This is an optimization exercise on Yosys and OpenROAD, whose aim is small area, a short achievable clock period and few clock cycles, not a production implementation. At most, simulation tests tie the RTL to the original design; equivalence was not proved. No functional check of the RTL was part of run 1.

==> flow/design.v (outline; a module is shown in full before it is edited, if it fits) <==
// module MTX_MUL: 367 lines
// module MTX_FA: 6 lines
// module MTX_HAN: 6 lines
module MTX_MUL( MP, ready, m1, m2, load, clk );
  // ...
==> flow/flow/run.sh <==
#!/bin/bash
# The standard layout (standard.sh), with two changes: ports are buffered with
# buf_1 instead of the default buffer, and CTS uses small clkbuf_4 sink clusters
# without dummy loads. Each tool's output goes to flow.log here.
set -euo pipefail
bash standard.sh \
  "BUFFER_PORTS_ARGS=-buffer_cell sky130_fd_sc_hd__buf_1" \
  "CTS_ARGS=-sink_clustering_enable -repair_clock_nets -sink_clustering_size 10 -sink_clustering_max_diameter 35 -buf_list sky130_fd_sc_hd__clkbuf_4 -dont_use_dummy_load" \
  finish > flow.log 2>&1
==> flow/standard.sh <==
#!/bin/bash
# synth_recipe.tcl (not shown) runs the flow's synth.tcl, then flattens the netlist and writes it again
# the make line also repeats each setting of config.mk as NAME=value (left out here)
make -C /OpenROAD-flow-scripts/flow DESIGN_CONFIG=/design/flow/config.mk WORK_HOME=/design/flow/orfs CLKGATE_MAP_FILE= SYNTH_SCRIPT=/design/flow/synth_recipe.tcl "${@:-finish}"
==> flow/config.mk <==
export PLATFORM = sky130hd
export DESIGN_NAME = MTX_MUL
export DESIGN_NICKNAME = MTX_MUL
export VERILOG_FILES = /design/flow/design.v
export SDC_FILE = /design/flow/constraint.sdc
export NUM_CORES = 4
export LEC_CHECK = 0
export ABC_CLOCK_PERIOD_IN_PS = 4000
export CAP_MARGIN = 20
export CORE_MARGIN = 2
export CORE_UTILIZATION = 80
export CTS_BUF_LIST = sky130_fd_sc_hd__clkbuf_8
export CTS_CLUSTER_DIAMETER = 50
export CTS_CLUSTER_SIZE = 20
export SETUP_SLACK_MARGIN = 5.0
export SLEW_MARGIN = 20
export SYNTH_HIERARCHICAL = 1
export SYNTH_MINIMUM_KEEP_SIZE = 0
==> flow/constraint.sdc <==
create_clock -name core_clock -period 9.0 [get_ports {clk}]
set_input_delay 1.8000 -clock core_clock [delete_from_list [all_inputs] [get_ports {clk}]]
set_output_delay 1.8000 -clock core_clock [all_outputs]
set_load 0.01 [all_outputs]
==> metrics.md, run 1 <==
| Metric | Value |
|---|---|
| Status | finished clean |
| Layout area overhead | 3.911% |
| GRT overflow | 0 |
| Ports | 37 |
| Longest Clk Path Bufs | 3 |
| Synth area leaders | dfxtp_1 42%, fa_1 33%, edfxtp_1 7.6%, nand2_1 6.8%, mux2_2 2.5% |
| FP Rows | 49 |
| Hold Buf Count CTS | 0 |
| Main combinational cell family by area after synthesis | adder cells |
| Crit Path Max Fanout | 5 |
| Max-area cell class | sequential cells |
| Met1 Use GR | ~39% |
| Hold Slack | 0.2782 ns |
| Post-synth top area share | a little over two fifths |
| Signal buffers | 36 |
| Endpoint, Worst Hold | b1[3][4]$_DFF_P_ |
| Buffers and inverters on the worst path | 2 |
| Non-clock inverter count | 14 |
| Ys async rst share | 0% |
| Critical path's slowest cell | buf_2 |
| Critical path class | primary input to primary output |
| Final Hold Fails | 0 |
| Vias per Instance | 5.884 |
| Core Area | 17,960 um2 |
| WHS Path Cells | 0 |
| Initial DRC count | 550 |
| Final clock-cell share | 2.268% |
| Max cap viols | 0 |
| Wire length on met2 | 14,480 um |
| Full die area | approximately 19,000 um2 |
==> run 2, diff against run 1 <==
--- a/flow/design.v
+++ b/flow/design.v
@@ -1,21 +1,22 @@
 `timescale 1ns / 1ps
 module MTX_MUL( MP, ready, m1, m2, load, clk );
 	input[7:0] m1, m2;
 	input load, clk;
 	output[17:0] MP;
 	output ready;
 	reg [4:0] cnt;
-	reg pl, rdyn;
+	reg pl, run, rdyn;
 	wire [4:0] idx = ( load & ~pl ) ? 5'd0 : cnt;
 	always @( posedge clk ) begin
-		pl <= load;
-		if( load | ( cnt != 5'd31 ) ) cnt <= idx + 5'd1;
-		rdyn <= ~( ( idx >= 5'd15 ) & ( idx != 5'd31 ) );
+		pl  <= load;
+		cnt <= idx + 5'd1;
+		run <= load | ( run & ( idx != 5'd31 ) );
+		rdyn <= ~( run & ( idx >= 5'd15 ) & ( idx != 5'd31 ) );
 	end
 	reg [7:0] a [0:11];
 	integer k;
 	always @( posedge clk ) begin
 		a[0] <= m1;
 		for( k = 1; k < 12; k = k + 1 ) a[k] <= a[k-1];
 	end
 	reg [7:0] ar0, ar1, ar2, ar3;
@@ -29,20 +30,20 @@
 			ar3 <= a[9];
 		end
 	end
 	reg [7:0] b0 [0:3];
 	reg [7:0] b1 [0:3];
 	reg [7:0] b2 [0:3];
 	reg [7:0] b3 [0:3];
 	always @( posedge clk ) begin
-		b0[0] <= ( idx[4:2] == 3'd0 ) ? m2 : b0[3];
-		b1[0] <= ( idx[4:2] == 3'd1 ) ? m2 : b1[3];
-		b2[0] <= ( idx[4:2] == 3'd2 ) ? m2 : b2[3];
-		b3[0] <= ( idx[4:2] == 3'd3 ) ? m2 : b3[3];
+		b0[0] <= ( load && idx[3:2] == 2'd0 ) ? m2 : b0[3];
+		b1[0] <= ( load && idx[3:2] == 2'd1 ) ? m2 : b1[3];
+		b2[0] <= ( load && idx[3:2] == 2'd2 ) ? m2 : b2[3];
+		b3[0] <= ( load && idx[3:2] == 2'd3 ) ? m2 : b3[3];
 		for( k = 1; k < 4; k = k + 1 ) begin
 			b0[k] <= b0[k-1];
 			b1[k] <= b1[k-1];
 			b2[k] <= b2[k-1];
 			b3[k] <= b3[k-1];
 		end
 	end
 	wire [7:0] b0t = b0[0];
@@ -84,41 +85,47 @@
 	MTX_FA u_s1_57 ( .a( ~( ar0[0] & b0t[3] ) ), .b( ~( ar0[1] & b0t[2] ) ), .c( ~( ar0[2] & b0t[1] ) ), .s( s1_57 ), .co( s1_58 ) );
 	MTX_FA u_s1_59 ( .a( ~( ar0[3] & b0t[1] ) ), .b( ~( ar0[4] & b0t[0] ) ), .c( ~( ar1[0] & b1t[4] ) ), .s( s1_59 ), .co( s1_60 ) );
 	MTX_FA u_s1_61 ( .a( ~( ar1[1] & b1t[3] ) ), .b( ~( ar1[2] & b1t[2] ) ), .c( ~( ar1[3] & b1t[1] ) ), .s( s1_61 ), .co( s1_62 ) );
 	MTX_FA u_s1_63 ( .a( ~( ar1[0] & b1t[5] ) ), .b( ~( ar1[1] & b1t[4] ) ), .c( ~( ar1[2] & b1t[3] ) ), .s( s1_63 ), .co( s1_64 ) );
 	MTX_FA u_s1_65 ( .a( ~( ar1[3] & b1t[2] ) ), .b( ~( ar1[4] & b1t[1] ) ), .c( ~( ar1[5] & b1t[0] ) ), .s( s1_65 ), .co( s1_66 ) );
 	MTX_FA u_s1_67 ( .a( s1_14 ), .b( s1_15 ), .c( s1_17 ), .s( s1_67 ), .co( s1_68 ) );
 	MTX_FA u_s1_69 ( .a( ~( ar1[5] & b1t[1] ) ), .b( ~( ar1[6] & b1t[0] ) ), .c( s1_1 ), .s( s1_69 ), .co( s1_70 ) );
 	MTX_FA u_s1_71 ( .a( s1_16 ), .b( s1_18 ), .c( s1_19 ), .s( s1_71 ), .co( s1_72 ) );
-	MTX_FA u_s1_73 ( .a( s1_21 ), .b( s1_23 ), .c( 1'b1 ), .s( s1_73 ), .co( s1_74 ) );
+	MTX_XNOR u_s1_73 ( .a( s1_21 ), .b( s1_23 ), .y( s1_73 ) );
+	MTX_OR u_s1_74 ( .a( s1_21 ), .b( s1_23 ), .y( s1_74 ) );
 	MTX_FA u_s1_75 ( .a( s1_20 ), .b( s1_22 ), .c( s1_24 ), .s( s1_75 ), .co( s1_76 ) );
 	MTX_FA u_s1_77 ( .a( s1_25 ), .b( s1_27 ), .c( s1_29 ), .s( s1_77 ), .co( s1_78 ) );
-	MTX_FA u_s1_79 ( .a( s1_5 ), .b( s1_31 ), .c( 1'b1 ), .s( s1_79 ), .co( s1_80 ) );
+	MTX_XNOR u_s1_79 ( .a( s1_5 ), .b( s1_31 ), .y( s1_79 ) );
+	MTX_OR u_s1_80 ( .a( s1_5 ), .b( s1_31 ), .y( s1_80 ) );
 	MTX_FA u_s1_81 ( .a( s1_26 ), .b( s1_28 ), .c( s1_30 ), .s( s1_81 ), .co( s1_82 ) );
 	MTX_FA u_s1_83 ( .a( s1_33 ), .b( s1_35 ), .c( s1_32 ), .s( s1_83 ), .co( s1_84 ) );
-	MTX_FA u_s1_85 ( .a( s1_37 ), .b( s1_39 ), .c( 1'b1 ), .s( s1_85 ), .co( s1_86 ) );
+	MTX_XNOR u_s1_85 ( .a( s1_37 ), .b( s1_39 ), .y( s1_85 ) );
+	MTX_OR u_s1_86 ( .a( s1_37 ), .b( s1_39 ), .y( s1_86 ) );
 	MTX_FA u_s1_87 ( .a( s1_34 ), .b( s1_36 ), .c( s1_41 ), .s( s1_87 ), .co( s1_88 ) );
 	MTX_FA u_s1_89 ( .a( s1_43 ), .b( s1_45 ), .c( s1_38 ), .s( s1_89 ), .co( s1_90 ) );
-	MTX_FA u_s1_91 ( .a( s1_40 ), .b( s1_47 ), .c( 1'b1 ), .s( s1_91 ), .co( s1_92 ) );
+	MTX_XNOR u_s1_91 ( .a( s1_40 ), .b( s1_47 ), .y( s1_91 ) );
+	MTX_OR u_s1_92 ( .a( s1_40 ), .b( s1_47 ), .y( s1_92 ) );
 	MTX_FA u_s1_93 ( .a( ~( ar1[7] & b1t[3] ) ), .b( s1_12 ), .c( s1_42 ), .s( s1_93 ), .co( s1_94 ) );
 	MTX_FA u_s1_95 ( .a( s1_44 ), .b( s1_46 ), .c( s1_49 ), .s( s1_95 ), .co( s1_96 ) );
 	MTX_FA u_s1_97 ( .a( s1_51 ), .b( s1_53 ), .c( s1_48 ), .s( s1_97 ), .co( s1_98 ) );
 	MTX_FA u_s1_99 ( .a( ~( ar0[7] & b0t[4] ) ), .b( ~( ar1[4] & b1t[7] ) ), .c( ~( ar1[5] & b1t[6] ) ), .s( s1_99 ), .co( s1_100 ) );
 	MTX_FA u_s1_101 ( .a( ~( ar1[6] & b1t[5] ) ), .b( ~( ar1[7] & b1t[4] ) ), .c( s1_50 ), .s( s1_101 ), .co( s1_102 ) );
 	MTX_FA u_s1_103 ( .a( s1_52 ), .b( s1_54 ), .c( s1_55 ), .s( s1_103 ), .co( s1_104 ) );
 	MTX_FA u_s1_105 ( .a( ~( ar0[5] & b0t[7] ) ), .b( ~( ar0[6] & b0t[6] ) ), .c( ~( ar0[7] & b0t[5] ) ), .s( s1_105 ), .co( s1_106 ) );
 	MTX_FA u_s1_107 ( .a( ~( ar1[5] & b1t[7] ) ), .b( ~( ar1[6] & b1t[6] ) ), .c( ~( ar1[7] & b1t[5] ) ), .s( s1_107 ), .co( s1_108 ) );
 	MTX_FA u_s1_109 ( .a( ~( ar0[0] & b0t[2] ) ), .b( ~( ar0[1] & b0t[1] ) ), .c( ~( ar0[2] & b0t[0] ) ), .s( s1_109 ), .co( s1_110 ) );
 	MTX_FA u_s1_111 ( .a( ~( ar0[3] & b0t[0] ) ), .b( ~( ar1[0] & b1t[3] ) ), .c( ~( ar1[1] & b1t[2] ) ), .s( s1_111 ), .co( s1_112 ) );
 	MTX_FA u_s1_113 ( .a( ~( ar1[2] & b1t[1] ) ), .b( ~( ar1[3] & b1t[0] ) ), .c( s1_57 ), .s( s1_113 ), .co( s1_114 ) );
 	MTX_FA u_s1_115 ( .a( ~( ar1[4] & b1t[0] ) ), .b( s1_13 ), .c( s1_58 ), .s( s1_115 ), .co( s1_116 ) );
-	MTX_FA u_s1_117 ( .a( s1_59 ), .b( s1_61 ), .c( 1'b1 ), .s( s1_117 ), .co( s1_118 ) );
+	MTX_XNOR u_s1_117 ( .a( s1_59 ), .b( s1_61 ), .y( s1_117 ) );
+	MTX_OR u_s1_118 ( .a( s1_59 ), .b( s1_61 ), .y( s1_118 ) );
 	MTX_FA u_s1_119 ( .a( s1_60 ), .b( s1_62 ), .c( s1_63 ), .s( s1_119 ), .co( s1_120 ) );
-	MTX_FA u_s1_121 ( .a( s1_65 ), .b( s1_67 ), .c( 1'b1 ), .s( s1_121 ), .co( s1_122 ) );
+	MTX_XNOR u_s1_121 ( .a( s1_65 ), .b( s1_67 ), .y( s1_121 ) );
+	MTX_OR u_s1_122 ( .a( s1_65 ), .b( s1_67 ), .y( s1_122 ) );
 	MTX_FA u_s1_123 ( .a( s1_64 ), .b( s1_66 ), .c( s1_68 ), .s( s1_123 ), .co( s1_124 ) );
 	MTX_FA u_s1_125 ( .a( s1_69 ), .b( s1_71 ), .c( s1_73 ), .s( s1_125 ), .co( s1_126 ) );
 	MTX_FA u_s1_127 ( .a( s1_70 ), .b( s1_72 ), .c( s1_74 ), .s( s1_127 ), .co( s1_128 ) );
 	MTX_FA u_s1_129 ( .a( s1_75 ), .b( s1_77 ), .c( s1_79 ), .s( s1_129 ), .co( s1_130 ) );
 	MTX_FA u_s1_131 ( .a( s1_76 ), .b( s1_78 ), .c( s1_81 ), .s( s1_131 ), .co( s1_132 ) );
 	MTX_FA u_s1_133 ( .a( s1_80 ), .b( s1_83 ), .c( s1_85 ), .s( s1_133 ), .co( s1_134 ) );
 	MTX_FA u_s1_135 ( .a( s1_82 ), .b( s1_87 ), .c( s1_84 ), .s( s1_135 ), .co( s1_136 ) );
 	MTX_FA u_s1_137 ( .a( s1_86 ), .b( s1_89 ), .c( s1_91 ), .s( s1_137 ), .co( s1_138 ) );
@@ -140,17 +147,18 @@
 	MTX_FA u_s1_169 ( .a( s1_128 ), .b( s1_131 ), .c( s1_130 ), .s( s1_169 ), .co( s1_170 ) );
 	MTX_FA u_s1_171 ( .a( s1_132 ), .b( s1_134 ), .c( s1_135 ), .s( s1_171 ), .co( s1_172 ) );
 	MTX_FA u_s1_173 ( .a( s1_139 ), .b( s1_136 ), .c( s1_138 ), .s( s1_173 ), .co( s1_174 ) );
 	MTX_FA u_s1_175 ( .a( s1_140 ), .b( s1_143 ), .c( s1_142 ), .s( s1_175 ), .co( s1_176 ) );
 	MTX_FA u_s1_177 ( .a( s1_147 ), .b( s1_144 ), .c( s1_149 ), .s( s1_177 ), .co( s1_178 ) );
 	MTX_FA u_s1_179 ( .a( s1_151 ), .b( s1_148 ), .c( s1_153 ), .s( s1_179 ), .co( s1_180 ) );
 	MTX_FA u_s1_181 ( .a( ~( ar0[7] & b0t[7] ) ), .b( ~( ar1[7] & b1t[7] ) ), .c( s1_152 ), .s( s1_181 ), .co( s1_182 ) );
 	MTX_FA u_s1_183 ( .a( s1_109 ), .b( s1_156 ), .c( s1_157 ), .s( s1_183 ), .co( s1_184 ) );
-	MTX_FA u_s1_185 ( .a( s1_158 ), .b( s1_159 ), .c( 1'b1 ), .s( s1_185 ), .co( s1_186 ) );
+	MTX_XNOR u_s1_185 ( .a( s1_158 ), .b( s1_159 ), .y( s1_185 ) );
+	MTX_OR u_s1_186 ( .a( s1_158 ), .b( s1_159 ), .y( s1_186 ) );
 	MTX_FA u_s1_187 ( .a( s1_117 ), .b( s1_160 ), .c( s1_161 ), .s( s1_187 ), .co( s1_188 ) );
 	MTX_FA u_s1_189 ( .a( s1_121 ), .b( s1_162 ), .c( s1_163 ), .s( s1_189 ), .co( s1_190 ) );
 	MTX_FA u_s1_191 ( .a( s1_125 ), .b( s1_164 ), .c( s1_165 ), .s( s1_191 ), .co( s1_192 ) );
 	MTX_FA u_s1_193 ( .a( s1_129 ), .b( s1_166 ), .c( s1_167 ), .s( s1_193 ), .co( s1_194 ) );
 	MTX_FA u_s1_195 ( .a( s1_133 ), .b( s1_168 ), .c( s1_169 ), .s( s1_195 ), .co( s1_196 ) );
 	MTX_FA u_s1_197 ( .a( s1_137 ), .b( s1_170 ), .c( s1_171 ), .s( s1_197 ), .co( s1_198 ) );
 	MTX_FA u_s1_199 ( .a( s1_141 ), .b( s1_172 ), .c( s1_173 ), .s( s1_199 ), .co( s1_200 ) );
 	MTX_FA u_s1_201 ( .a( s1_145 ), .b( s1_174 ), .c( s1_175 ), .s( s1_201 ), .co( s1_202 ) );
@@ -208,47 +216,54 @@
 	MTX_FA u_s2_91 ( .a( cs1a[2] ), .b( cs1b[2] ), .c( ~( ar2[0] & b2t[2] ) ), .s( s2_91 ), .co( s2_92 ) );
 	MTX_FA u_s2_93 ( .a( ~( ar2[1] & b2t[2] ) ), .b( ~( ar2[2] & b2t[1] ) ), .c( ~( ar2[3] & b2t[0] ) ), .s( s2_93 ), .co( s2_94 ) );
 	MTX_FA u_s2_95 ( .a( ~( ar3[0] & b3t[3] ) ), .b( ~( ar3[1] & b3t[2] ) ), .c( ~( ar3[2] & b3t[1] ) ), .s( s2_95 ), .co( s2_96 ) );
 	MTX_FA u_s2_97 ( .a( ~( ar2[4] & b2t[0] ) ), .b( ~( ar3[0] & b3t[4] ) ), .c( ~( ar3[1] & b3t[3] ) ), .s( s2_97 ), .co( s2_98 ) );
 	MTX_FA u_s2_99 ( .a( ~( ar3[2] & b3t[2] ) ), .b( ~( ar3[3] & b3t[1] ) ), .c( ~( ar3[4] & b3t[0] ) ), .s( s2_99 ), .co( s2_100 ) );
 	MTX_FA u_s2_101 ( .a( s2_32 ), .b( s2_33 ), .c( s2_35 ), .s( s2_101 ), .co( s2_102 ) );
 	MTX_FA u_s2_103 ( .a( ~( ar3[4] & b3t[1] ) ), .b( ~( ar3[5] & b3t[0] ) ), .c( s2_1 ), .s( s2_103 ), .co( s2_104 ) );
 	MTX_FA u_s2_105 ( .a( s2_34 ), .b( s2_36 ), .c( s2_37 ), .s( s2_105 ), .co( s2_106 ) );
-	MTX_FA u_s2_107 ( .a( s2_39 ), .b( s2_41 ), .c( 1'b1 ), .s( s2_107 ), .co( s2_108 ) );
+	MTX_XNOR u_s2_107 ( .a( s2_39 ), .b( s2_41 ), .y( s2_107 ) );
+	MTX_OR u_s2_108 ( .a( s2_39 ), .b( s2_41 ), .y( s2_108 ) );
 	MTX_FA u_s2_109 ( .a( s2_38 ), .b( s2_40 ), .c( s2_42 ), .s( s2_109 ), .co( s2_110 ) );
 	MTX_FA u_s2_111 ( .a( s2_43 ), .b( s2_45 ), .c( s2_47 ), .s( s2_111 ), .co( s2_112 ) );
-	MTX_FA u_s2_113 ( .a( s2_5 ), .b( s2_49 ), .c( 1'b1 ), .s( s2_113 ), .co( s2_114 ) );
+	MTX_XNOR u_s2_113 ( .a( s2_5 ), .b( s2_49 ), .y( s2_113 ) );
+	MTX_OR u_s2_114 ( .a( s2_5 ), .b( s2_49 ), .y( s2_114 ) );
 	MTX_FA u_s2_115 ( .a( s2_44 ), .b( s2_46 ), .c( s2_48 ), .s( s2_115 ), .co( s2_116 ) );
 	MTX_FA u_s2_117 ( .a( s2_51 ), .b( s2_53 ), .c( s2_50 ), .s( s2_117 ), .co( s2_118 ) );
-	MTX_FA u_s2_119 ( .a( s2_55 ), .b( s2_57 ), .c( 1'b1 ), .s( s2_119 ), .co( s2_120 ) );
+	MTX_XNOR u_s2_119 ( .a( s2_55 ), .b( s2_57 ), .y( s2_119 ) );
+	MTX_OR u_s2_120 ( .a( s2_55 ), .b( s2_57 ), .y( s2_120 ) );
 	MTX_FA u_s2_121 ( .a( s2_52 ), .b( s2_54 ), .c( s2_59 ), .s( s2_121 ), .co( s2_122 ) );
 	MTX_FA u_s2_123 ( .a( s2_56 ), .b( s2_58 ), .c( s2_61 ), .s( s2_123 ), .co( s2_124 ) );
-	MTX_FA u_s2_125 ( .a( s2_63 ), .b( s2_65 ), .c( 1'b1 ), .s( s2_125 ), .co( s2_126 ) );
+	MTX_XNOR u_s2_125 ( .a( s2_63 ), .b( s2_65 ), .y( s2_125 ) );
+	MTX_OR u_s2_126 ( .a( s2_63 ), .b( s2_65 ), .y( s2_126 ) );
 	MTX_FA u_s2_127 ( .a( s2_60 ), .b( s2_67 ), .c( s2_62 ), .s( s2_127 ), .co( s2_128 ) );
 	MTX_FA u_s2_129 ( .a( s2_64 ), .b( s2_66 ), .c( s2_69 ), .s( s2_129 ), .co( s2_130 ) );
-	MTX_FA u_s2_131 ( .a( s2_71 ), .b( s2_73 ), .c( 1'b1 ), .s( s2_131 ), .co( s2_132 ) );
+	MTX_XNOR u_s2_131 ( .a( s2_71 ), .b( s2_73 ), .y( s2_131 ) );
+	MTX_OR u_s2_132 ( .a( s2_71 ), .b( s2_73 ), .y( s2_132 ) );
 	MTX_FA u_s2_133 ( .a( s2_29 ), .b( s2_68 ), .c( s2_75 ), .s( s2_133 ), .co( s2_134 ) );
 	MTX_FA u_s2_135 ( .a( s2_77 ), .b( s2_79 ), .c( s2_70 ), .s( s2_135 ), .co( s2_136 ) );
 	MTX_FA u_s2_137 ( .a( s2_72 ), .b( s2_74 ), .c( s2_81 ), .s( s2_137 ), .co( s2_138 ) );
 	MTX_FA u_s2_139 ( .a( ~( ar3[7] & b3t[4] ) ), .b( s2_30 ), .c( s2_76 ), .s( s2_139 ), .co( s2_140 ) );
 	MTX_FA u_s2_141 ( .a( s2_78 ), .b( s2_80 ), .c( s2_83 ), .s( s2_141 ), .co( s2_142 ) );
 	MTX_FA u_s2_143 ( .a( s2_85 ), .b( s2_87 ), .c( s2_82 ), .s( s2_143 ), .co( s2_144 ) );
 	MTX_FA u_s2_145 ( .a( ~( ar2[6] & b2t[6] ) ), .b( ~( ar2[7] & b2t[5] ) ), .c( ~( ar3[5] & b3t[7] ) ), .s( s2_145 ), .co( s2_146 ) );
 	MTX_FA u_s2_147 ( .a( ~( ar3[6] & b3t[6] ) ), .b( ~( ar3[7] & b3t[5] ) ), .c( s2_84 ), .s( s2_147 ), .co( s2_148 ) );
 	MTX_FA u_s2_149 ( .a( s2_86 ), .b( s2_88 ), .c( s2_89 ), .s( s2_149 ), .co( s2_150 ) );
 	MTX_FA u_s2_151 ( .a( cs1a[13] ), .b( cs1b[13] ), .c( ~( ar2[6] & b2t[7] ) ), .s( s2_151 ), .co( s2_152 ) );
 	MTX_FA u_s2_153 ( .a( ~( ar2[7] & b2t[6] ) ), .b( ~( ar3[6] & b3t[7] ) ), .c( ~( ar3[7] & b3t[6] ) ), .s( s2_153 ), .co( s2_154 ) );
 	MTX_FA u_s2_155 ( .a( cs1a[1] ), .b( cs1b[1] ), .c( ~( ar2[0] & b2t[1] ) ), .s( s2_155 ), .co( s2_156 ) );
 	MTX_FA u_s2_157 ( .a( ~( ar2[1] & b2t[1] ) ), .b( ~( ar2[2] & b2t[0] ) ), .c( ~( ar3[0] & b3t[2] ) ), .s( s2_157 ), .co( s2_158 ) );
 	MTX_FA u_s2_159 ( .a( ~( ar3[1] & b3t[1] ) ), .b( ~( ar3[2] & b3t[0] ) ), .c( s2_91 ), .s( s2_159 ), .co( s2_160 ) );
 	MTX_FA u_s2_161 ( .a( ~( ar3[3] & b3t[0] ) ), .b( s2_31 ), .c( s2_92 ), .s( s2_161 ), .co( s2_162 ) );
-	MTX_FA u_s2_163 ( .a( s2_93 ), .b( s2_95 ), .c( 1'b1 ), .s( s2_163 ), .co( s2_164 ) );
+	MTX_XNOR u_s2_163 ( .a( s2_93 ), .b( s2_95 ), .y( s2_163 ) );
+	MTX_OR u_s2_164 ( .a( s2_93 ), .b( s2_95 ), .y( s2_164 ) );
 	MTX_FA u_s2_165 ( .a( s2_94 ), .b( s2_96 ), .c( s2_97 ), .s( s2_165 ), .co( s2_166 ) );
-	MTX_FA u_s2_167 ( .a( s2_99 ), .b( s2_101 ), .c( 1'b1 ), .s( s2_167 ), .co( s2_168 ) );
+	MTX_XNOR u_s2_167 ( .a( s2_99 ), .b( s2_101 ), .y( s2_167 ) );
+	MTX_OR u_s2_168 ( .a( s2_99 ), .b( s2_101 ), .y( s2_168 ) );
 	MTX_FA u_s2_169 ( .a( s2_100 ), .b( s2_98 ), .c( s2_102 ), .s( s2_169 ), .co( s2_170 ) );
 	MTX_FA u_s2_171 ( .a( s2_103 ), .b( s2_105 ), .c( s2_107 ), .s( s2_171 ), .co( s2_172 ) );
 	MTX_FA u_s2_173 ( .a( s2_104 ), .b( s2_106 ), .c( s2_108 ), .s( s2_173 ), .co( s2_174 ) );
 	MTX_FA u_s2_175 ( .a( s2_109 ), .b( s2_111 ), .c( s2_113 ), .s( s2_175 ), .co( s2_176 ) );
 	MTX_FA u_s2_177 ( .a( s2_110 ), .b( s2_112 ), .c( s2_115 ), .s( s2_177 ), .co( s2_178 ) );
 	MTX_FA u_s2_179 ( .a( s2_114 ), .b( s2_117 ), .c( s2_119 ), .s( s2_179 ), .co( s2_180 ) );
 	MTX_FA u_s2_181 ( .a( s2_116 ), .b( s2_121 ), .c( s2_118 ), .s( s2_181 ), .co( s2_182 ) );
 	MTX_FA u_s2_183 ( .a( s2_120 ), .b( s2_123 ), .c( s2_125 ), .s( s2_183 ), .co( s2_184 ) );
@@ -276,17 +291,18 @@
 	MTX_FA u_s2_227 ( .a( s2_182 ), .b( s2_184 ), .c( s2_185 ), .s( s2_227 ), .co( s2_228 ) );
 	MTX_FA u_s2_229 ( .a( s2_186 ), .b( s2_188 ), .c( s2_189 ), .s( s2_229 ), .co( s2_230 ) );
 	MTX_FA u_s2_231 ( .a( s2_193 ), .b( s2_190 ), .c( s2_192 ), .s( s2_231 ), .co( s2_232 ) );
 	MTX_FA u_s2_233 ( .a( s2_194 ), .b( s2_197 ), .c( s2_196 ), .s( s2_233 ), .co( s2_234 ) );
 	MTX_FA u_s2_235 ( .a( s2_201 ), .b( s2_198 ), .c( s2_203 ), .s( s2_235 ), .co( s2_236 ) );
 	MTX_FA u_s2_237 ( .a( s2_205 ), .b( s2_202 ), .c( s2_207 ), .s( s2_237 ), .co( s2_238 ) );
 	MTX_FA u_s2_239 ( .a( cs1a[15] ), .b( cs1b[15] ), .c( s2_206 ), .s( s2_239 ), .co( s2_240 ) );
 	MTX_FA u_s2_241 ( .a( s2_155 ), .b( s2_210 ), .c( s2_211 ), .s( s2_241 ), .co( s2_242 ) );
-	MTX_FA u_s2_243 ( .a( s2_212 ), .b( s2_213 ), .c( 1'b1 ), .s( s2_243 ), .co( s2_244 ) );
+	MTX_XNOR u_s2_243 ( .a( s2_212 ), .b( s2_213 ), .y( s2_243 ) );
+	MTX_OR u_s2_244 ( .a( s2_212 ), .b( s2_213 ), .y( s2_244 ) );
 	MTX_FA u_s2_245 ( .a( s2_163 ), .b( s2_214 ), .c( s2_215 ), .s( s2_245 ), .co( s2_246 ) );
 	MTX_FA u_s2_247 ( .a( s2_167 ), .b( s2_216 ), .c( s2_217 ), .s( s2_247 ), .co( s2_248 ) );
 	MTX_FA u_s2_249 ( .a( s2_171 ), .b( s2_218 ), .c( s2_219 ), .s( s2_249 ), .co( s2_250 ) );
 	MTX_FA u_s2_251 ( .a( s2_175 ), .b( s2_220 ), .c( s2_221 ), .s( s2_251 ), .co( s2_252 ) );
 	MTX_FA u_s2_253 ( .a( s2_179 ), .b( s2_222 ), .c( s2_223 ), .s( s2_253 ), .co( s2_254 ) );
 	MTX_FA u_s2_255 ( .a( s2_183 ), .b( s2_224 ), .c( s2_225 ), .s( s2_255 ), .co( s2_256 ) );
 	MTX_FA u_s2_257 ( .a( s2_187 ), .b( s2_226 ), .c( s2_227 ), .s( s2_257 ), .co( s2_258 ) );
 	MTX_FA u_s2_259 ( .a( s2_191 ), .b( s2_228 ), .c( s2_229 ), .s( s2_259 ), .co( s2_260 ) );
@@ -367,14 +383,18 @@
 	assign MP = mp;
 endmodule
 module MTX_FA( a, b, c, s, co );
 	input a, b, c;
 	output s, co;
 	assign s = a ^ b ^ c;
 	assign co = ( a & b ) | ( a & c ) | ( b & c );
 endmodule
-module MTX_HAN( a, b, s, co );
+module MTX_XNOR( a, b, y );
 	input a, b;
-	output s, co;
-	assign s = ~( a ^ b );
-	assign co = a | b;
+	output y;
+	assign y = ~( a ^ b );
+endmodule
+module MTX_OR( a, b, y );
+	input a, b;
+	output y;
+	assign y = a | b;
 endmodule
==> flow/flow/run.sh (replaced) <==
#!/bin/bash
# The standard layout (standard.sh), with two changes: ports are buffered with
# buf_1 instead of the default buffer, and CTS uses clkbuf_8 sink clusters
# without dummy loads. Each tool's output goes to flow.log here.
set -euo pipefail
bash standard.sh \
  "BUFFER_PORTS_ARGS=-buffer_cell sky130_fd_sc_hd__buf_1" \
  "CTS_ARGS=-sink_clustering_enable -repair_clock_nets -sink_clustering_size 20 -sink_clustering_max_diameter 50 -buf_list sky130_fd_sc_hd__clkbuf_8 -dont_use_dummy_load" \
  SETUP_SLACK_MARGIN=5.2 finish > flow.log 2>&1
==> flow/config.mk (replaced) <==
export PLATFORM = sky130hd
export DESIGN_NAME = MTX_MUL
export DESIGN_NICKNAME = MTX_MUL
export VERILOG_FILES = /design/flow/design.v
export SDC_FILE = /design/flow/constraint.sdc
export NUM_CORES = 4
export LEC_CHECK = 0
export ABC_CLOCK_PERIOD_IN_PS = 4000
export CAP_MARGIN = 20
export CORE_MARGIN = 2
export CORE_UTILIZATION = 75
export CTS_BUF_LIST = sky130_fd_sc_hd__clkbuf_8
export CTS_CLUSTER_DIAMETER = 50
export CTS_CLUSTER_SIZE = 20
export SETUP_SLACK_MARGIN = 5.0
export SLEW_MARGIN = 20
export SYNTH_HIERARCHICAL = 1
export SYNTH_MINIMUM_KEEP_SIZE = 0
==> run 2 against run 1 <==
Effect of this change:
- cell count grew 2.3%
- synthesized cell count grew 1.5%
- design area grew 0.24%
- first-iteration DRC count shrank 9.1%
- critical path depth is the same
- still clean
- core utilization shrank 3.7 points
- highest routed layer unchanged
==> metrics.md, run 2 <==
| Metric | Value |
|---|---|
| Status | finished clean |
| Ports | 37 (unchanged) |
| Final Hold Fails | 0 (unchanged) |
| CTS root buffer | clkbuf_8 |
| Antenna violations before repair | 0 |
| Longest Clk Path Bufs | 3 (unchanged) |
| Rel. slew slack | 39.33% |
| Full die area | 20,470 um2 (+5.4%) |
| Cell count after synthesis | 1,078 |
| First-pass GRT wire length | 42,320 um |
| Pins Over Slew Limit | 0 |
| CTS tree | yes |
| Worst-case clock skew | between 0.08 and 0.09 ns |
| Post-DR wirelength/cell | 19.43 um |
| Layout cell share with drive strength beyond 1 | 8.684% |
| Ys Warns | 12 |
| Worst path max stage delay | about 0.11 ns |
| Measured slew at the worst slew-check pin | 0.9073 ns |
| Post-synth top area share | 43.47% (+1.3 points) |
| Fin nets | 1,364 |
| Max reg flops | 96 |
| Critical path's slowest cell | buf_6 |
| Count leader, synth | dfxtp_1 |
| Seq/Total Area, Yosys | 50.10% |
| Die W | roughly 140 um |
| Detail Route Antenna Nets | 0 |
| Ys async rst share | 0% (unchanged) |
| CP arrival | 2.09 ns |
| # setup viols final | 0 |
| Pre-antenna DRT Iters | 7 |
| Syn_area_per_cell | 13.46 um2 |
| Commonest cells after routing, fill and taps aside | 307 x dfxtp_1, 263 x nand2_1, 229 x fa_1 |
| Final WL | 26,310 um |
| Die H | 143.1 um |
| Clk latency of the worst-skew pair | roughly 0.6 ns |
| FP Rows | 50 (+2.0%) |
| Setup tns final | 0 ns |
| Crit start category | primary input |
| DRC Markers | 0 |
| Final period utilization | 43.24% |
| Hold Buf Count CTS | 0 (unchanged) |
| RSZ-0062 raised after global routing | yes |
| Clk slew on worst S/H paths | 0.10 ns |
| Post-synthesis cell area | 14,510 um2 |
| Max cap viols | 0 (unchanged) |
| H-tree depth | 1 |
| N_diodes | 0 |
| Largest net degree at the start of global routing | 21 |
| Layout area overhead | 5.218% |
| Gr usage total | ~28% |
| Worst EP required | 7.20 ns |
| Most used cell, CP | buf_6 |
| Initial Utilization | 77.03% |
| Achievable Freq | 256.9 MHz |
| CP cell instances | buf_6 -> nor2_4 -> buf_6 |
| Vias in the first global route | roughly 8,400 |
| EDFF count, synth | 32 |
| Vias per Instance | 5.679 (-3.5%) |
| Clk sinks | between 300 and 400 |
| Largest area contributor in the netlist | dfxtp_1 |
| Hold Slack | 0.2728 ns (-0.005336 ns) |
| Synth area leaders | dfxtp_1 43%, fa_1 32%, nand2_1 6.9%, edfxtp_1 6.6%, mux2_2 2.3% |
| CP Capture Type | primary output |
| Port buffer count | 36 |
| Core Area | 18,830 um2 (+4.8%) |
| Buffers and inverters on the worst path | 2 (unchanged) |
| CTS buffer count | 27 |
| Vias | slightly below 8,000 |
| GRT overflow | 0 (unchanged) |
| #FFs+latches synth | 347 |
| Post-DP HPWL | 19,720 um |
| Crit Path Max Fanout | 8 (+3) |
| # fillers | 1,075 |
| Commonest cells post-synth | 315 x dfxtp_1, 265 x nand2_1, 229 x fa_1 |
| Most common cell after layout, fill and taps aside | dfxtp_1 |
| Initial DRC count | 500 (-9.1%) |
| Placer Congestion | 0.9179 |
| Distinct cells, synth | 43 |
| Ys flop type | dfxtp_1 |
| Biggest register | a |
| CP top delay family | buffers and inverters |
| Critical path class | primary input to primary output |
| Min Tclk post-route | 3.892 ns |
| Hold crit path type | flip-flop to flip-flop |
## run 2: what timing repair did
action,in CTS,in global routing
buffers inserted,0,17
setup endpoints to repair,1,7
gates resized for setup,5,10
pin swaps,0,1
## run 2: path summary, 6_finish.rpt
path | slack, ns | startpoint | cells after the start | end
worst min-delay path | 0.27 | b0[1][5]$_DFF_P_ | 0 | b0[2][5]$_DFF_P_
worst max-delay path | 5.11 | load | 3 | ready
worst min register to register | 0.27 | b0[1][5]$_DFF_P_ | 0 | b0[2][5]$_DFF_P_
worst max register to register | 5.28 | ar2[5]$_DFFE_PN_ | 7 | cs2a[9]$_DFF_P_
## run 2: kinds of logic after synthesis
kind of cell | Yosys count | synth area share (%)
compound gates | 30 | 1.579
xor+xnor | 26 | 1.570
fa+ha+maj | 250 | 33.42
buf+inv | 83 | 2.148
flops | 347 | 50.10
mux | 32 | 2.484
other cells | 1 | 0.02585
simple gates | 309 | 8.678
## run 2: area by class of cell
class / instances / area, um2 / share of cell area, %
clock buffers: 27 / 371.6 / 2.435
flip-flops and latches: 347 / 7277 / 47.68
repair buffers: 53 / 277.8 / 1.820
well taps: 260 / 325.3 / 2.132
multi-input cells: 650 / 6947 / 45.52
inverters: 17 / 63.81 / 0.4181
## run 2: layer usage
layer  vias to the layer above  share of wire [%]  global-route usage [%]
met5                         -                  0                       0
met4                         0                4.6                   10.58
met3                        83                5.7                   4.225
met2                       314                 52                   48.55
met1                      3953                 38                   35.00
li1                       3339                  -                       -
## run 2: worst register-to-register path, cell delays in order (launching register included)
cell and delay, ns:
edfxtp_1 0.56, nand2_1 0.14, fa_1 0.49, fa_1 0.46, fa_1 0.53, fa_1 0.43, fa_1 0.53, fa_1 0.41
## run 2: stage by stage
| step | setup slack, ns | instance area, um2 | instances | utilization, % |
|---|---|---|---|---|
| 6_report | 5.108 | 15260 | 1354 | 81.05 |
| 5_1_grt | 5.083 | 15260 | 1354 | 81.05 |
| 4_1_cts | 5.113 | 15120 | 1337 | 80.29 |
| 3_5_place_dp | 4.946 | 14730 | 1310 | 78.24 |
| 3_3_place_gp | 4.973 | 14730 | 1310 | 78.24 |
| 2_1_floorplan | 5.179 | 14540 | 1080 | - |
## run 2: Yosys stat by module, one instance, submodules excluded
module,flip-flops and latches,area (um2)
MTX_FA,0,20.02
MTX_MUL,347,9776
MTX_OR,0,6.256
MTX_XNOR,0,8.758
Testbench counts of run 2, summed over its fixed seeds: cycles 6,144.
==> run 3, diff against run 2 <==
--- a/flow/flow/run.sh
+++ b/flow/flow/run.sh
@@ -6,4 +6,4 @@
 bash standard.sh \
   "BUFFER_PORTS_ARGS=-buffer_cell sky130_fd_sc_hd__buf_1" \
   "CTS_ARGS=-sink_clustering_enable -repair_clock_nets -sink_clustering_size 20 -sink_clustering_max_diameter 50 -buf_list sky130_fd_sc_hd__clkbuf_8 -dont_use_dummy_load" \
-  SETUP_SLACK_MARGIN=5.2 finish > flow.log 2>&1
+  SETUP_SLACK_MARGIN=5.35 finish > flow.log 2>&1
==> run 3 against run 2 <==
Effect of this change:
- global-route usage up 0.20 points
- sequential cell count unchanged
- count of clock-buffer cells in the layout did not move
- core utilization increased by 0.59 points
- non-clock buffer count is 12 higher
- clock skew up 0.0058 ns
- critical path type unchanged
- largest cell class unchanged
==> metrics.md, run 3 <==
| Metric | Value |
|---|---|
| Post-synthesis cell area | 14,510 um2 (unchanged) |
| Hold Slack | 0.2631 ns (-0.009710 ns) |
| Count leader, synth | dfxtp_1 |
| Pins Over Slew Limit | 0 (unchanged) |
| R2R depth | 8 (+1) |
| Placer Congestion | 0.9179 (unchanged) |
| Measured slew at the worst slew-check pin | 0.9121 ns (+0.004830 ns) |
| Final Hold Fails | 0 (unchanged) |
| Largest net degree at the start of global routing | 21 (unchanged) |
| Longest Clk Path Bufs | 3 (unchanged) |
| Worst-case clock skew | 0.09062 ns (+0.005829 ns) |
| Initial Utilization | 77.03% (unchanged) |
| Worst path max stage delay | 0.11 ns (about the same) |
| Vias in the first global route | 8,500 (+1.3%) |
| Post-DR wirelength/cell | 19.38 um (-0.25%) |
| Pre-antenna DRT Iters | 5 (-2) |
| Reg2reg start | ar2[4]$_DFFE_PN_ |
| Endpoint, Worst Hold | b0[2][5]$_DFF_P_ |
| CP cell instances | buf_6 -> nor2_4 -> buf_6 |
| CP arrival | 2.09 ns (about the same) |
| WHS Path Cells | 0 (unchanged) |
| Layout area overhead | 5.986% |
| Final period utilization | 43.25% (about the same) |
| Layout cell share with drive strength beyond 1 | 10.67% (+2.0 points) |
| Largest area contributor in the netlist | dfxtp_1 |
| #FFs+latches synth | 347 (unchanged) |
| EDFF count, synth | 32 (unchanged) |
| # fillers | 1,051 (-2.2%) |
| Detail Route Antenna Nets | 0 (unchanged) |
| Hold_sp | b0[1][5]$_DFF_P_ |
| Rel. slew slack | 39.01% (-0.32 points) |
| Commonest cells post-synth | 315 x dfxtp_1, 265 x nand2_1, 229 x fa_1 |
| Critical path's slowest cell | buf_6 |
| CTS root buffer | clkbuf_8 |
| Setup tns final | 0 ns (unchanged) |
| Gr usage total | 27.84% (+0.20 points) |
| GRT overflow | 0 (unchanged) |
| Min Tclk post-route | 3.893 ns (+0.001040 ns) |
| R2r setup slk | 5.36 ns (+0.08 ns) |
| Port buffer count | 36 (unchanged) |
| Post-DP HPWL | 19,720 um (unchanged) |
| Seq/Total Area, Yosys | 50.10% (unchanged) |
| Syn_area_per_cell | 13.46 um2 (unchanged) |
| RSZ-0062 raised after global routing | yes |
| H-tree depth | 1 (unchanged) |
| Biggest register | a |
| Final WL | 26,480 um (+0.63%) |
| Ports | 37 (unchanged) |
| Critical path class | primary input to primary output |
| Status | finished clean |
| Clk latency of the worst-skew pair | 0.60 ns (about the same) |
| Vias | 7,764 (+0.98%) |
| Ys flop type | dfxtp_1 |
| FP Rows | 50 (unchanged) |
| CTS buffer count | 27 (unchanged) |
| Cell count after synthesis | 1,078 (unchanged) |
| Most used cell, CP | buf_6 |
| Crit Path Max Fanout | 8 (unchanged) |
| Hold Buf Count CTS | 0 (unchanged) |
| Initial DRC count | 521 (+4.2%) |
| Die H | 143.1 um (unchanged) |
| Fin nets | 1,376 (+0.88%) |
| Die W | 143.1 um (unchanged) |
| Antenna violations before repair | 0 (unchanged) |
| Vias per Instance | 5.684 (about the same) |
| CP Capture Type | primary output |
| Clk sinks | 347 (unchanged) |
| Full die area | 20,470 um2 (unchanged) |
| Ys async rst share | 0% (unchanged) |
| Critical R2R Capture | cs2a[9]$_DFF_P_ |
| Post-synth top area share | 43.47% (unchanged) |
| Crit start category | primary input |
| Hold crit path type | flip-flop to flip-flop |
| Max cap viols | 0 (unchanged) |
| Commonest cells after routing, fill and taps aside | 300 x dfxtp_1, 265 x nand2_1, 223 x fa_1 |
| Clk slew on worst S/H paths | 0.10 ns (about the same) |
| Synth area leaders | dfxtp_1 43%, fa_1 32%, nand2_1 6.9%, edfxtp_1 6.6%, mux2_2 2.3% |
| # setup viols final | 0 (unchanged) |
| CTS tree | yes |
| N_diodes | 0 (unchanged) |
| First-pass GRT wire length | 42,680 um (+0.86%) |
| Most common cell after layout, fill and taps aside | dfxtp_1 |
| Worst EP required | 7.20 ns (about the same) |
| Max reg flops | 96 (unchanged) |
| DRC Markers | 0 (unchanged) |
| Distinct cells, synth | 43 (unchanged) |
| Ys Warns | 12 (unchanged) |
| Core Area | 18,830 um2 (unchanged) |
| Achievable Freq | 256.9 MHz (about the same) |
[run 3: cell type report]
class / instances / area (um2) / share of cell area [%]
multi-input cells: 650 / 6957 / 45.25
repair buffers: 65 / 367.9 / 2.393
flip-flops and latches: 347 / 7288 / 47.41
clock buffers: 27 / 371.6 / 2.417
well taps: 260 / 325.3 / 2.116
inverters: 17 / 63.81 / 0.4151
[run 3: per-stage QoR]
step	util, %	setup slack, ns	cell area (um2)	instances
after global routing	81.64	5.083	15370	1366
after detailed placement	78.24	4.946	14730	1310
final	81.64	5.107	15370	1366
after global placement	78.24	4.973	14730	1310
after floorplan	-	5.179	14540	1080
after CTS	81.07	5.113	15270	1355
[run 3: cells by family after synthesis]
kind of cell / count (synthesis) / share of synthesized area [%]
simple gates: 309 / 8.678
fa+ha+maj: 250 / 33.42
compound gates: 30 / 1.579
flops: 347 / 50.10
other cells: 1 / 0.02585
xor+xnor: 26 / 1.570
mux: 32 / 2.484
buf+inv: 83 / 2.148
[run 3: worst max-delay path, delay by kind of cell]
| kind | cells | cell delay [ns] |
|---|---|---|
| buffers and inverters | 2 | 0.21 |
| and+or+nand+nor | 1 | 0.08 |
[run 3: worst max path at each step]
stage	start	to	slack [ns]	cells after the start
6_report	load	ready	5.11	3
5_1_grt	load	ready	5.08	3
4_1_cts	load	ready	5.11	3
3_5_place_dp	load	ready	4.95	3
3_3_place_gp	load	ready	4.97	3
2_1_floorplan	load	ready	5.18	2
[run 3: Yosys stat by module, one instance, submodules excluded]
module | area [um2] | flops+latches
MTX_MUL | 9776 | 347
MTX_FA | 20.02 | 0
MTX_XNOR | 8.758 | 0
MTX_OR | 6.256 | 0
[run 3: what timing repair did]
action,4_1_cts,5_1_grt
endpoints found under the hold margin,0,0
pin swaps,0,3
resized for setup,14,13
setup endpoints to repair,7,12
buffers inserted,18,11
[run 3: layer usage]
layer / vias to the layer above / routed length [um] / global-route usage [%]
li1: 3369 / - / -
met2: 349 / 13700 / 48.73
met5: - / 0 / 0
met3: 86 / 1612 / 4.527
met4: 0 / 1209 / 11.36
met1: 3960 / 9961 / 34.90
==> run 4, diff against run 3 <==
==> flow/flow/run.sh (replaced) <==
#!/bin/bash
# The standard layout (standard.sh), with three changes: ports are buffered with
# buf_1 instead of the default buffer; CTS uses clkbuf_8 sink clusters without
# dummy loads; and timing repair aims at 5.1 ns of setup slack (a 3.9 ns period),
# the clock itself staying at the design's period.
# make's output goes to flow.log here; each ORFS step also keeps its own log
# under orfs/logs/.
set -euo pipefail
bash standard.sh \
  "BUFFER_PORTS_ARGS=-buffer_cell sky130_fd_sc_hd__buf_1" \
  "CTS_ARGS=-sink_clustering_enable -repair_clock_nets -sink_clustering_size 20 -sink_clustering_max_diameter 50 -buf_list sky130_fd_sc_hd__clkbuf_8 -dont_use_dummy_load" \
  SETUP_SLACK_MARGIN=5.1 \
  finish > flow.log 2>&1
==> run 4 against run 3 <==
Effect of this change:
- core utilization is 1.3 points lower
- first-iteration DRC count decreased by 16%
- global-route usage increased by 0.17 points
- largest cell class unchanged
- via count fell by 3.2%
- sequential cell count unchanged
- hold slack got worse by 0.0013 ns
- synthesized cell count unchanged
- critical path type unchanged
- non-clock buffer count down 28
- critical path depth unchanged
- worst setup slack better by 0.0019 ns
==> metrics.md, run 4 <==
| Metric | Value |
|---|---|
| Status | finished clean |
| Cell count after synthesis | 1,078 (unchanged) |
| # fillers | 1,060 (+0.86%) |
| Min Tclk post-route | 3.891 ns (-0.001910 ns) |
| Post-synthesis cell area | 14,510 um2 (unchanged) |
| First-pass GRT wire length | 42,840 um (+0.37%) |
| Core Area | 18,830 um2 (unchanged) |
| Placer Congestion | 0.9085 (-1.0%) |
| Worst-case clock skew | 0.08197 ns (-0.008651 ns) |
| Largest net degree at the start of global routing | 21 (unchanged) |
| Post-DR wirelength/cell | 19.55 um (+0.87%) |
| CP arrival | 2.09 ns (about the same) |
| Initial DRC count | 438 (-16%) |
| Worst path max stage delay | 0.11 ns (about the same) |
| Rel. slew slack | 37.29% (-1.7 points) |
| CTS tree | yes |
| Crit Path Max Fanout | 2 (-6) |
| Setup tns final | 0 ns (unchanged) |
| Syn_area_per_cell | 13.46 um2 (unchanged) |
| Clk slew on worst S/H paths | 0.11 ns (about the same) |
| CTS root buffer | clkbuf_8 |
| CTS buffer count | 26 (-3.7%) |
| Vias per Instance | 5.619 (-1.1%) |
| RSZ-0062 raised after global routing | yes |
| Final WL | 26,140 um (-1.3%) |
| Final Hold Fails | 0 (unchanged) |
| Antenna violations before repair | 0 (unchanged) |
| Most common cell after layout, fill and taps aside | dfxtp_1 |
| Clk latency of the worst-skew pair | 0.58 ns (-0.02 ns) |
| Critical path class | primary input to primary output |
| Clk sinks | 347 (unchanged) |
| Layout area overhead | 4.270% |
| Final period utilization | 43.23% (about the same) |
| Layout cell share with drive strength beyond 1 | 6.500% (-4.2 points) |
| Vias | 7,513 (-3.2%) |
| Hold Buf Count CTS | 0 (unchanged) |
| Initial Utilization | 77.03% (unchanged) |
| #FFs+latches synth | 347 (unchanged) |
| Port buffer count | 36 (unchanged) |
| Fin nets | 1,347 (-2.1%) |
| Die W | 143.1 um (unchanged) |
| Longest Clk Path Bufs | 3 (unchanged) |
| Gr usage total | 28.02% (+0.17 points) |
| CP Capture Type | primary output |
| Pre-antenna DRT Iters | 5 (unchanged) |
| Max cap viols | 0 (unchanged) |
| H-tree depth | 1 (unchanged) |
| Buffers and inverters on the worst path | 2 (unchanged) |
| Commonest cells post-synth | 315 x dfxtp_1, 265 x nand2_1, 229 x fa_1 |
| Commonest cells after routing, fill and taps aside | 313 x dfxtp_1, 265 x nand2_1, 229 x fa_1 |
| Count leader, synth | dfxtp_1 |
| Largest area contributor in the netlist | dfxtp_1 |
| Ys async rst share | 0% (unchanged) |
| Critical path's slowest cell | buf_6 |
| Die H | 143.1 um (unchanged) |
| CP cell instances | buf_12 -> nor2_4 -> buf_6 |
| Synth area leaders | dfxtp_1 43%, fa_1 32%, nand2_1 6.9%, edfxtp_1 6.6%, mux2_2 2.3% |
| N_diodes | 0 (unchanged) |
| Multi-input logic area | 6942 um2 (-0.22%) |
| Max reg flops | 96 (unchanged) |
| Pins Over Slew Limit | 0 (unchanged) |
| Post-DP HPWL | 19,950 um (+1.2%) |
| Crit start category | primary input |
| Hold crit path type | flip-flop to flip-flop |
| # setup viols final | 0 (unchanged) |
| GRT overflow | 0 (unchanged) |
| Achievable Freq | 257.0 MHz (about the same) |
| EDFF count, synth | 32 (unchanged) |
| Ports | 37 (unchanged) |
| Vias in the first global route | 8,428 (-0.85%) |
| Biggest register | a |
| Reg area | 7269 um2 (-0.26%) |
| DRC Markers | 0 (unchanged) |
| Ys Warns | 12 (unchanged) |
| Detail Route Antenna Nets | 0 (unchanged) |
| Worst EP required | 7.20 ns (about the same) |
| Measured slew at the worst slew-check pin | 0.9378 ns (+0.02568 ns) |
| Distinct cells, synth | 43 (unchanged) |
| Seq/Total Area, Yosys | 50.10% (unchanged) |
| Full die area | 20,470 um2 (unchanged) |
| FP Rows | 50 (unchanged) |
| Ys flop type | dfxtp_1 |
| Post-synth top area share | 43.47% (unchanged) |
| CP top delay family | buffers and inverters |
[run 4: cell counts after synthesis]
Identical to the previous run, type by type.
[run 4: worst register-to-register path, cell delays in order (launching register included)]
cell	delay (ns)
edfxtp_1	0.55
nand2_1	0.14
fa_1	0.52
fa_1	0.47
fa_1	0.55
fa_1	0.44
fa_1	0.53
fa_1	0.40
[run 4: cell families (layout without fill, tap and decap cells)]
| kind of cell | Yosys count | in the layout | share of synthesized area [%] |
|---|---|---|---|
| compound gates | 30 | 30 | 1.579 |
| xor+xnor | 26 | 26 | 1.570 |
| flops | 347 | 347 | 50.10 |
| buf+inv | 83 | 80 | 2.148 |
| mux | 32 | 32 | 2.484 |
| fa+ha+maj | 250 | 250 | 33.42 |
| other cells | 1 | 3 | 0.02585 |
| simple gates | 309 | 309 | 8.678 |
[run 4: what timing repair did]
action	in CTS	in global routing
setup buffers	1	0
setup endpoints to repair	1	2
gates cloned	0	0
resized for setup	8	2
pin swaps	1	1
[run 4: metal layers]
metal / global-route usage [%] / wire [um]
met1: 35.65 / 9887
met2: 48.45 / 13570
met3: 4.292 / 1561
met4: 11.88 / 1124
met5: 0 / 0
[run 4: final timing paths]
path | from | cells past startpoint | to | slack (ns)
worst min-delay path | b0[1][3]$_DFF_P_ | 0 | b0[2][3]$_DFF_P_ | 0.26
worst min register to register | b0[1][3]$_DFF_P_ | 0 | b0[2][3]$_DFF_P_ | 0.26
worst max-delay path | load | 3 | ready | 5.11
worst max register to register | ar2[4]$_DFFE_PN_ | 7 | cs2a[9]$_DFF_P_ | 5.25
[run 4: per-stage QoR]
step	std cells	hold WS [ns]	area (um2)	utilization, %	setup slack, ns
6_report	1337	0.2618	15120	80.32	5.109
5_1_grt	1337	0.2543	15120	80.32	5.100
4_1_cts	1337	0.2620	15120	80.31	5.101
3_5_place_dp	1310	0.3121	14730	78.21	4.955
3_3_place_gp	1310	0.3096	14730	78.21	4.986
2_1_floorplan	1080	0.3096	14520	-	5.118
[run 4: final cells by class]
| type | instances | share of cell area (%) |
|---|---|---|
| clock buffers | 26 | 2.366 |
| well taps | 260 | 2.151 |
| multi-input cells | 650 | 45.90 |
| flip-flops and latches | 347 | 48.06 |
| repair buffers | 37 | 1.100 |
| inverters | 17 | 0.4219 |
[run 4: Yosys stat by module, one instance, submodules excluded]
module | times used | flops+latches
MTX_MUL | 1 | 347
MTX_FA | 225 | 0
MTX_OR | 15 | 0
MTX_XNOR | 15 | 0

==> separate check: timing with driven ports <==
No port has a modelled driver above. Below, the same layouts with a new extraction and two added sets of constraints.
Step 1, drivers: a clkbuf_16 drives clk and a buf_2 each remaining input, both assumed.
Step 2 adds t to the input delays and takes it off the output delays; t is the mean of the earliest and latest rising clock arrival at the registers after step 1. Input paths then give back, and output paths get back, about the clock's delay inside the block.
Three values: no drivers, after step 1, after step 2; two values: the first two.
run | t, ns | setup slack, ns | worst slew at a driven data input, ns
run 1 | 0.652 | 5.019 / 4.997 / 4.997 | 0.05
run 2 | 0.597 | 5.108 / 5.077 / 5.077 | 0.04
run 3 | 0.602 | 5.107 / 5.076 / 5.076 | 0.04
run 4 | 0.585 | 5.109 / 5.058 / 5.058 | 0.07
After both steps setup and hold are still met in every run listed. The setup slack of run 4, which loses most, moves by -0.051 ns with the drivers and by -0.051 ns with both steps.
